This design comes from an exercise in tuning for a short achievable clock period and few clock cycles on the open sky130 flow, not from production work. In this exercise RTL edits were held to simulation tests only and were not proved equivalent to the original. No activity file was given, so power comes from the tool's default toggle rates.

==> flow/design.v (excerpt) <==
module LC3(reset, clk, mem_addr, mem_wdata, mem_we, mem_rdata);
clock: 7.0 ns
lec_check: 0
cap_margin: 20
core_margin: 2
core_utilization: 40
setup_slack_margin: 4.6
slew_margin: 20
synth_hierarchical: 1
synth_minimum_keep_size: 0
standard.sh (not shown) runs the stock make flow with config.mk's settings and CLKGATE_MAP_FILE= SYNTH_SCRIPT=/design/flow/synth_recipe.tcl, a recipe that flattens the netlist after the stock synthesis.
==> flow/flow/run.sh <==
#!/bin/bash
# The standard layout (standard.sh: the standard flow's own ORFS run, unchanged synthesis,
# floorplan, power grid, placement, CTS and routing), with one change: the
# buffers ORFS puts on every input and output port are buf_8 instead of the
# smallest buffer, which the later repair does not always upsize.
# make's output goes to standard.log; each ORFS step logs to orfs/logs/.
set -euo pipefail
bash standard.sh 'BUFFER_PORTS_ARGS=-buffer_cell sky130_fd_sc_hd__buf_8' finish > standard.log 2>&1
Testbench counts at the start, summed over its fixed seeds: cycles 82,095.
Rerun with:
--- a/flow/design.v
+++ b/flow/design.v
@@ -13,27 +13,26 @@
 	assign yhi_c1 = s_t11 ? t11_c1 : rest[15:9];
 	assign yhi_c0 = s_t11 ? t11_c0 : rest[15:9];
 endmodule
 module LC3_cmux(c9, t9_c1, t9_c0, yhi_c1, yhi_c0, t9hi, yhi);
 	input c9;
 	input [6:0] t9_c1, t9_c0, yhi_c1, yhi_c0;
 	output [6:0] t9hi, yhi;
 	assign t9hi = c9 ? t9_c1 : t9_c0;
 	assign yhi = c9 ? yhi_c1 : yhi_c0;
 endmodule
-module LC3_fmux(s_t9, s_t9h, lo, t9hi, ylo, yhi, y);
-	input s_t9, s_t9h;        
+module LC3_fmux(s_t9, lo, t9hi, ylo, yhi, y);
+	input s_t9;
 	input [8:0] lo, ylo;
 	input [6:0] t9hi, yhi;
 	output [15:0] y;
-	assign y[8:0] = s_t9 ? lo : ylo;
-	assign y[15:9] = s_t9h ? t9hi : yhi;
+	assign y = s_t9 ? {t9hi, lo} : {yhi, ylo};
 endmodule
 `timescale 1ns / 1ps
 module LC3_nsel(reset, fv, opc, cc, setcc, fN, fZ, fP, stall,
                 t9_n1, t9_z1, t9_z0, s_t11, s_base, s_pc1, s_npc, s_ma);
 	input reset;
 	input fv;                 
 	input [3:0] opc;
 	input [2:0] cc;           
 	input setcc;              
 	input fN, fZ, fP;
@@ -171,30 +170,32 @@
 	always @(*) begin
 		G = a[14:0] & b[14:0];
 		P = a[14:0] ^ b[14:0];
 		for (d = 1; d < 15; d = d * 2)
 			for (i = 14; i >= d; i = i - 1) begin
 				G[i] = G[i] | (P[i] & G[i-d]);
 				P[i] = P[i] & P[i-d];
 			end
 	end
 	wire n_add = a[15] ^ b[15] ^ G[14];
-	wire n_other = (op == 2'd1) ? a[15] & b[15] : (op == 2'd2) ? ~a[15] : a[15];
-	assign n = (op == 2'd0) ? n_add : n_other;
+	assign n = (op == 2'd0) ? n_add :
+	           (op == 2'd1) ? a[15] & b[15] :
+	           (op == 2'd2) ? ~a[15] : a[15];
 endmodule
 module LC3_zflag(a, b, op, z);
 	input [15:0] a, b;
 	input [1:0] op;           
 	output z;
 	wire z_add = &((a ^ b) ~^ {a[14:0] | b[14:0], 1'b0});
-	wire z_other = (op == 2'd1) ? ~|(a & b) : (op == 2'd2) ? &a : ~|a;
-	assign z = (op == 2'd0) ? z_add : z_other;
+	assign z = (op == 2'd0) ? z_add :
+	           (op == 2'd1) ? ~|(a & b) :
+	           (op == 2'd2) ? &a : ~|a;
 endmodule
 `timescale 1ns / 1ps
 module LC3_inc(a, y);
 	input [15:0] a;
 	output [15:0] y;
 	reg [15:0] P;
 	integer i, d;
 	always @(*) begin
 		P = a;
 		for (d = 1; d < 16; d = d * 2)
@@ -299,32 +300,30 @@
 	LC3_eq3 ueqj(.a(ir[8:6]), .b(e_dr), .en(e_wr & i_jmp), .y(jstall));
 	wire [15:0] na, nb, nw;
 	LC3_fwd ufa(.s(fa), .alu(alu), .x(i_jsr ? pc1 : base), .y(na));
 	LC3_fwd ufb(.s(fb), .alu(alu), .x(ir[5] ? s5 : rsb), .y(nb));
 	LC3_fwd ufs(.s(fs), .alu(alu), .x(rsv), .y(nw));
 	wire t9_n1, t9_z1, t9_z0, s_t9, s_t11, s_base, s_pc1, s_npc, s_ma;
 	LC3_nsel unsel(.reset(reset), .fv(fv), .opc(opc), .cc(ir[11:9]), .setcc(ev & e_setcc),
 	               .fN(fN), .fZ(fZ), .fP(fP), .stall(jstall),
 	               .t9_n1(t9_n1), .t9_z1(t9_z1), .t9_z0(t9_z0), .s_t11(s_t11), .s_base(s_base),
 	               .s_pc1(s_pc1), .s_npc(s_npc), .s_ma(s_ma));
-	wire s_t9h;
 	LC3_tsel utsel(.n(aN), .z(aZ), .t9_n1(t9_n1), .t9_z1(t9_z1), .t9_z0(t9_z0), .s_t9(s_t9));
-	LC3_tsel utselh(.n(aN), .z(aZ), .t9_n1(t9_n1), .t9_z1(t9_z1), .t9_z0(t9_z0), .s_t9(s_t9h));
 	wire [8:0] ylo;
 	wire [6:0] yhi_c1, yhi_c0, t9hi, yhi;
 	wire [15:0] nma;
 	LC3_amux umux(.s_t11(s_t11), .s_base(s_base), .s_pc1(s_pc1), .s_npc(s_npc), .s_ma(s_ma),
 	              .lo(tlo), .t11_c1(t11_c1), .t11_c0(t11_c0), .base(base), .pc1(pc1),
 	              .npc(npc), .ma(ma), .ylo(ylo), .yhi_c1(yhi_c1), .yhi_c0(yhi_c0));
 	LC3_cmux ucmux(.c9(c9), .t9_c1(t9_c1), .t9_c0(t9_c0), .yhi_c1(yhi_c1), .yhi_c0(yhi_c0),
 	               .t9hi(t9hi), .yhi(yhi));
-	LC3_fmux ufmux(.s_t9(s_t9), .s_t9h(s_t9h), .lo(tlo), .t9hi(t9hi), .ylo(ylo), .yhi(yhi), .y(nma));
+	LC3_fmux ufmux(.s_t9(s_t9), .lo(tlo), .t9hi(t9hi), .ylo(ylo), .yhi(yhi), .y(nma));
 	wire ldw = ev & e_ld;
 	always @(posedge clk) begin
 		if (reset) begin
 			R0 <= 16'd0; R1 <= 16'd0; R2 <= 16'd0; R3 <= 16'd0;
 			R4 <= 16'd0; R5 <= 16'd0; R6 <= 16'd0; R7 <= 16'd0;
 			fN <= 1'b0; fZ <= 1'b0; fP <= 1'b0;
 			we <= 1'b0;
 			fv <= 1'b1;
 			ev <= 1'b0;
 			w_v <= 1'b0;
Outcome:
- The new run went through all stages and came out clean
- sequential cell count does not change
- synthesized area hardly moves
- clock power drops by about 12%
- global-route usage climbs by 0.79 points
- combinational power is about the same
- worst setup slack loses 0.031 ns
- clock-buffer cell count climbs by 2
- routed wire length climbs by 1.3%
- register-to-register slack loses 0.16 ns
- final cell count climbs by 0.70%
- die area is about the same
- fmax drops by 1.1%
Testbench counts after the change, summed over its fixed seeds: cycles 82,095.

========
LC3, a different RTL version from the one above (not shown whole).
Size in the first run: roughly 2200 cells after synthesis, about 240 flip-flops, roughly 51 I/O pins, roughly 0.020 mm2 of cells after synthesis.
==> flow/config.mk <==
export PLATFORM = sky130hd
export DESIGN_NAME = LC3
export DESIGN_NICKNAME = LC3
export VERILOG_FILES = /design/flow/design.v
export SDC_FILE = /design/flow/constraint.sdc
export NUM_CORES = 4
export LEC_CHECK = 0
export CAP_MARGIN = 20
export CORE_MARGIN = 2
export CORE_UTILIZATION = 40
export SETUP_SLACK_MARGIN = 4.6
export SLEW_MARGIN = 20
export SYNTH_HIERARCHICAL = 1
export SYNTH_MINIMUM_KEEP_SIZE = 0
==> flow/constraint.sdc <==
create_clock -name core_clock -period 7.0 [get_ports {clk}]
set_input_delay 1.4000 -clock core_clock [delete_from_list [all_inputs] [get_ports {clk}]]
set_output_delay 1.4000 -clock core_clock [all_outputs]
set_load 0.01 [all_outputs]
Scripts as last shown in full above: flow/flow/run.sh
Testbench counts at the start, summed over its fixed seeds: cycles 82,095.
Edit:
--- a/flow/design.v
+++ b/flow/design.v
@@ -9,20 +9,20 @@
 	output [6:0] yhi_c1, yhi_c0;
 	wire [15:0] rest = ({16{s_base}} & base) | ({16{s_pc1}} & pc1) |
 	                   ({16{s_npc}} & npc) | ({16{s_ma}} & ma);
 	assign ylo = s_t11 ? lo : rest[8:0];
 	assign yhi_c1 = s_t11 ? t11_c1 : rest[15:9];
 	assign yhi_c0 = s_t11 ? t11_c0 : rest[15:9];
 endmodule
-module LC3_cmux(c9, c9r, t9_c1, t9_c0, yhi_c1, yhi_c0, t9hi, yhi);
-	input c9, c9r;            
+module LC3_cmux(c9, t9_c1, t9_c0, yhi_c1, yhi_c0, t9hi, yhi);
+	input c9;
 	input [6:0] t9_c1, t9_c0, yhi_c1, yhi_c0;
 	output [6:0] t9hi, yhi;
 	assign t9hi = c9 ? t9_c1 : t9_c0;
-	assign yhi = c9r ? yhi_c1 : yhi_c0;
+	assign yhi = c9 ? yhi_c1 : yhi_c0;
 endmodule
 module LC3_fmux(s_t9, lo, t9hi, ylo, yhi, y);
 	input s_t9;
 	input [8:0] lo, ylo;
 	input [6:0] t9hi, yhi;
 	output [15:0] y;
 	assign y = s_t9 ? {t9hi, lo} : {yhi, ylo};
@@ -62,40 +62,29 @@
 	assign s_t9 = n ? t9_n1 : z ? t9_z1 : t9_z0;
 endmodule
 `timescale 1ns / 1ps
 module LC3_alu(a, b, op, y);
 	input [15:0] a, b;
 	input [1:0] op;           
 	output [15:0] y;
-	wire [15:0] sum;
-	LC3_add16 uadd(.a(a), .b(b), .s(sum));
-	LC3_opmux umux(.a(a), .b(b), .op(op), .sum(sum), .y(y));
-endmodule
-module LC3_add16(a, b, s);
-	input [15:0] a, b;
-	output [15:0] s;
 	reg [15:0] G, P;
 	integer i, d;
 	always @(*) begin
 		G = a & b;
 		P = a ^ b;
 		for (d = 1; d < 16; d = d * 2)
 			for (i = 15; i >= d; i = i - 1) begin
 				G[i] = G[i] | (P[i] & G[i-d]);
 				P[i] = P[i] & P[i-d];
 			end
 	end
-	assign s = a ^ b ^ {G[14:0], 1'b0};
-endmodule
-module LC3_opmux(a, b, op, sum, y);
-	input [15:0] a, b, sum;
-	input [1:0] op;
-	output [15:0] y;
-	wire [15:0] other = (op == 2'd1) ? a & b : (op == 2'd2) ? ~a : a;
-	assign y = (op == 2'd0) ? sum : other;
+	wire [15:0] sum = a ^ b ^ {G[14:0], 1'b0};
+	assign y = (op == 2'd0) ? sum :
+	           (op == 2'd1) ? a & b :
+	           (op == 2'd2) ? ~a : a;
 endmodule
 `timescale 1ns / 1ps
 module LC3_tadd(pc, ir, lo);
 	input [15:0] pc;
 	input [8:0] ir;
 	output [8:0] lo;
 	reg [8:0] G, P;
@@ -279,17 +268,15 @@
 	wire [15:0] s5 = {{11{ir[4]}}, ir[4:0]};
 	wire [15:0] pc1;
 	wire [8:0] tlo;
 	wire c9;
 	wire [6:0] t9_c1, t9_c0, t11_c1, t11_c0;
 	LC3_inc uinc(.a(ma), .y(pc1));
 	LC3_tadd utadd(.pc(ma), .ir(ir[8:0]), .lo(tlo));
-	wire c9r;
 	LC3_c9 uc9(.pc(ma[8:0]), .ir(ir[8:0]), .c9(c9));
-	LC3_c9 uc9r(.pc(ma[8:0]), .ir(ir[8:0]), .c9(c9r));
 	LC3_hsel uhsel(.pc(ma), .ir(ir[10:8]), .t9_c1(t9_c1), .t9_c0(t9_c0),
 	               .t11_c1(t11_c1), .t11_c0(t11_c0));
 	wire [15:0] base, rsv, rsb;
 	LC3_rmux urb(.r0(R0), .r1(R1), .r2(R2), .r3(R3), .r4(R4), .r5(R5), .r6(R6), .r7(R7),
 	             .idx(ir[8:6]), .wv(w_v), .wdr(w_dr), .wres(w_res), .y(base));
 	LC3_rmux urs(.r0(R0), .r1(R1), .r2(R2), .r3(R3), .r4(R4), .r5(R5), .r6(R6), .r7(R7),
 	             .idx(ir[11:9]), .wv(w_v), .wdr(w_dr), .wres(w_res), .y(rsv));
@@ -312,15 +299,15 @@
 	LC3_tsel utsel(.n(aN), .z(aZ), .t9_n1(t9_n1), .t9_z1(t9_z1), .t9_z0(t9_z0), .s_t9(s_t9));
 	wire [8:0] ylo;
 	wire [6:0] yhi_c1, yhi_c0, t9hi, yhi;
 	wire [15:0] nma;
 	LC3_amux umux(.s_t11(s_t11), .s_base(s_base), .s_pc1(s_pc1), .s_npc(s_npc), .s_ma(s_ma),
 	              .lo(tlo), .t11_c1(t11_c1), .t11_c0(t11_c0), .base(base), .pc1(pc1),
 	              .npc(npc), .ma(ma), .ylo(ylo), .yhi_c1(yhi_c1), .yhi_c0(yhi_c0));
-	LC3_cmux ucmux(.c9(c9), .c9r(c9r), .t9_c1(t9_c1), .t9_c0(t9_c0), .yhi_c1(yhi_c1), .yhi_c0(yhi_c0),
+	LC3_cmux ucmux(.c9(c9), .t9_c1(t9_c1), .t9_c0(t9_c0), .yhi_c1(yhi_c1), .yhi_c0(yhi_c0),
 	               .t9hi(t9hi), .yhi(yhi));
 	LC3_fmux ufmux(.s_t9(s_t9), .lo(tlo), .t9hi(t9hi), .ylo(ylo), .yhi(yhi), .y(nma));
 	wire ldw = ev & e_ld;
 	always @(posedge clk) begin
 		if (reset) begin
 			R0 <= 16'd0; R1 <= 16'd0; R2 <= 16'd0; R3 <= 16'd0;
 			R4 <= 16'd0; R5 <= 16'd0; R6 <= 16'd0; R7 <= 16'd0;
Effect: Clock power climbs by about 10%; power climbs by 1.9%; sequential power stays flat; synthesized cell count drops by 0.90%; register-to-register slack is about the same; synthesized area drops by 1.9%.
Testbench counts after the change, summed over its fixed seeds: cycles 82,095.

[separate check: timing with driven ports]
How much do the figures lean on ideal ports? The routed layouts below were timed once more, with nothing changed but the port constraints.
Step 1, drivers: a clkbuf_16 drives clk and a buf_2 each remaining input, both assumed.
Step 2, shift: input delay + t, output delay - t, t = (earliest + latest rising clock arrival at the registers) / 2. This alone moves slack from input paths to output paths.
Three values: ideal ports, drivers, drivers and shift; two values: the first two.
run	shift t [ns]	setup slack, ns	hold WS [ns]	latest minus earliest clock arrival (ns)	cell pins on the clock port's net
the first run of note 1	0.636	4.145 / 3.789 / 3.153	0.473 / 0.473 / 0.473	0.022 / 0.022	1
the second run of note 1	0.621	4.114 / 3.752 / 3.131	0.507 / 0.507 / 0.507	0.034 / 0.033	1
the first run of note 2	0.629	4.181 / 3.723 / 3.094	0.474 / 0.474 / 0.474	0.012 / 0.013	1
the second run of note 2	0.645	4.192 / 3.731 / 3.086	0.486 / 0.486 / 0.486	0.036 / 0.037	1
After both steps setup and hold are still met in every run listed. For the second run of note 2, which loses most, drivers alone change the setup slack by -0.461 ns; drivers and shift together by -1.106 ns.
